This is an optimization exercise on Yosys and OpenROAD, whose aim is small area and a short achievable clock period, not a production implementation. Function was checked by simulation only, so behaviour that the tests miss may differ from the original. Power figures rest on the tool's default switching activity, not on a simulated workload.

Design ALU, start of the top module:
module ALU(
    input  [13:0] instruction,
    input  wire [19:0] A, B,
    input  cin, clk, rst,
    output reg [19:0] result,
    output wire [19:0] SX_flags,
    output wire reset,
    output reg carry_out,
    output wire halfword,
    output reg inc
);
Size: about 950 cells after synthesis, roughly 100 I/O pins.
clock: 6.0 ns
lec_check: 0
cap_margin: 20
core_margin: 2
core_utilization: 50
setup_slack_margin: 2.4
slew_margin: 20
tns_end_percent: 20
standard.sh (not shown) runs the stock make flow with config.mk's settings and CLKGATE_MAP_FILE= SYNTH_SCRIPT=/design/flow/synth_recipe.tcl, a recipe that flattens the netlist after the stock synthesis.
==> flow/flow/run.sh <==
#!/bin/bash
# Layout: the standard flow (standard.sh) with
#  - its own synthesis script (flow/my_synth.tcl: same as synth_recipe.tcl, but
#    ABC maps with flow/abc.script, a delay-targeted mapping, and no full/half
#    adder cells are extracted), and
#  - small port buffers (buf_1) instead of the default delay-cell buffers;
#    every input and output port still gets its own buffer.
set -uo pipefail
HERE=$(pwd)
bash standard.sh SYNTH_SCRIPT=$HERE/flow/my_synth.tcl ADDER_MAP_FILE= \
  "BUFFER_PORTS_ARGS=-buffer_cell sky130_fd_sc_hd__buf_1" SKIP_REPAIR_TIE_FANOUT=1 finish > flow_standard.log 2>&1
==> flow/flow/abc.script <==
strash
dch -f
map -D 1000
topo
buffer -c
upsize -D 1000
dnsize -D 1000
==> flow/flow/my_synth.tcl <==
# The standard flow's synthesis script (synth_recipe.tcl), except that ABC maps with
# abc.script beside this file (delay-targeted mapping) instead of ORFS's
# speed script. Registers are mapped exactly as in the standard synthesis.
set ::my_flow_dir [file dirname [file normalize [info script]]]
proc synth {args} { yosys synth -nofsm -noshare {*}$args }
proc abc {args} {
  set out {}
  set skip 0
  foreach a $args {
    if {$skip} { set skip 0; continue }
    if {$a eq "-script" || $a eq "-D"} { set skip 1; continue }
    lappend out $a
  }
  lappend out -script [file join $::my_flow_dir abc.script]
  puts "abc with [file join $::my_flow_dir abc.script]"
  yosys abc {*}$out
}
source $::env(SCRIPTS_DIR)/synth.tcl
# left out here: clear keep_hierarchy, flatten, clean up, hide names made inside functions, write 1_2_yosys.v
Next try:
CORE_UTILIZATION = 40   (was 50)
CTS_BUF_LIST = sky130_fd_sc_hd__clkbuf_8   (was not set)
Effect: Synthesized cell count stays the same. Combinational power came out lower by about 3%. Worst hold slack gets worse by 15 ps. Worst setup slack improves by 28 ps. First-iteration DRC count is higher by 3.8%. Critical path depth increases by 1.
Next try:
--- a/flow/flow/run.sh
+++ b/flow/flow/run.sh
@@ -11 +11 @@
-  "BUFFER_PORTS_ARGS=-buffer_cell sky130_fd_sc_hd__buf_1" SKIP_REPAIR_TIE_FANOUT=1 finish > flow_standard.log 2>&1
+  "BUFFER_PORTS_ARGS=-buffer_cell sky130_fd_sc_hd__buf_1" finish > flow_standard.log 2>&1
CTS_BUF_LIST = not set   (was sky130_fd_sc_hd__clkbuf_8)
SETUP_SLACK_MARGIN = 2.8   (was 2.4)
TNS_END_PERCENT = not set   (was 20)
Result:
- via count increases by roughly a tenth
- first-iteration DRC count increases by roughly a tenth
- total power increases by a quarter to a third
- flip-flop and latch count stays the same
- core utilization increases by 13 points
Next try:
--- a/flow/flow/run.sh
+++ b/flow/flow/run.sh
@@ -11 +11 @@
-  "BUFFER_PORTS_ARGS=-buffer_cell sky130_fd_sc_hd__buf_1" finish > flow_standard.log 2>&1
+  "BUFFER_PORTS_ARGS=-buffer_cell sky130_fd_sc_hd__buf_1" RECOVER_POWER=100 finish > flow_standard.log 2>&1
SETUP_SLACK_MARGIN = 2.4   (was 2.8)
Result:
- wire length decreases by about a fifth
- maximum frequency decreases by a quarter to a third
- die area does not change
- utilization decreases by 13 points
- worst setup slack got worse by 1200 ps
- sequential power barely changes
- clock skew increases by 9.6 ps
- final cell count decreases by a few percent

---

Another version of the RTL of ALU (not shown whole).
Size in the first run: ~960 cells after synthesis, roughly 5200 um^2 of cells after synthesis.
Settings: LEC_CHECK=0, CAP_MARGIN=20, CORE_MARGIN=2, CORE_UTILIZATION=35, SETUP_SLACK_MARGIN=2.5, SLEW_MARGIN=20, TNS_END_PERCENT=20; clock period 6.0 ns.
==> flow/flow/run.sh <==
#!/bin/bash
# Layout: the standard flow (standard.sh) with
#  - its own synthesis script (flow/my_synth.tcl: same as synth_recipe.tcl, but
#    ABC maps with flow/abc.script, a delay-targeted mapping, and no full/half
#    adder cells are extracted),
#  - small port buffers (buf_1) instead of the default delay-cell buffers,
#    resized after global placement for the load each input port drives
#    (flow/post_gpl.tcl); every input and output port keeps its own buffer,
#  - one tie cell for the constant outputs.
set -uo pipefail
HERE=$(pwd)
bash standard.sh SYNTH_SCRIPT=$HERE/flow/my_synth.tcl ADDER_MAP_FILE= \
  "BUFFER_PORTS_ARGS=-buffer_cell sky130_fd_sc_hd__buf_1" \
  POST_GLOBAL_PLACE_TCL=$HERE/flow/post_gpl.tcl \
  SKIP_REPAIR_TIE_FANOUT=1 finish > flow_standard.log 2>&1
==> flow/flow/abc.script <==
strash
dch -f
map -D 1500 -B 0.5
topo
buffer -c
upsize -D 1500
dnsize -D 1500
==> flow/flow/post_gpl.tcl <==
# Size each input port's buffer for the load it drives (buffer_ports puts the
# same small buffer on every port). Every port keeps exactly one buffer.
foreach inst [get_cells input*] {
  set master [get_property $inst ref_name]
  if {![string match "sky130_fd_sc_hd__buf_*" $master]} continue
  set net [get_nets -of_objects [get_pins [get_full_name $inst]/X]]
  set fo [llength [get_pins -of_objects $net -filter "direction == input"]]
  if {$fo >= 10} {
    set cell sky130_fd_sc_hd__buf_4
  } elseif {$fo >= 5} {
    set cell sky130_fd_sc_hd__buf_2
  } else {
    continue
  }
  puts "port buffer [get_full_name $inst]: fanout $fo, $master -> $cell"
  replace_cell [get_full_name $inst] $cell
}
Scripts as last shown in full above: flow/flow/my_synth.tcl
==> next run, changes <==
CORE_UTILIZATION = 40   (was 35)
After rerunning: Utilization is higher by 5.8 points; register-to-register slack improved by 0.17 ns; cell area is lower by 0.77%.

==> afterwards: timing with drivers on the ports <==
The results above use ideal ports. As a check the final layouts listed here were re-extracted and re-timed, cells and wires unchanged.
Step 1: set_driving_cell puts a clkbuf_16 on clk and a buf_2 on each other input, an assumption about the parent block.
Step 2 adds t to the input delays and takes it off the output delays; t is the mean of the earliest and latest rising clock arrival at the registers after step 1. Input paths then give back, and output paths get back, about the clock's delay inside the block.
Three values: ideal, step 1, step 2; two values: the first two.
run | t, ns | slack for setup (ns) | worst slew at a driven data input, ns
the first run of note 1 | 0.309 | 2.365 / 2.369 / 2.059 | 0.04
the second run of note 1 | 0.298 | 2.393 / 2.396 / 2.097 | 0.03
the third run of note 1 | 0.297 | 2.634 / 2.594 / 2.297 | 0.10
the fourth run of note 1 | 0.301 | 1.438 / 1.447 / 1.145 | 0.04
the first run of note 2 | 0.307 | 2.568 / 2.567 / 2.260 | 0.04
the second run of note 2 | 0.307 | 2.543 / 2.555 / 2.248 | 0.04
After both steps setup and hold are still met in every run listed. The setup slack of the third run of note 1, which loses most, moves by -0.040 ns with the drivers and by -0.337 ns with both steps.
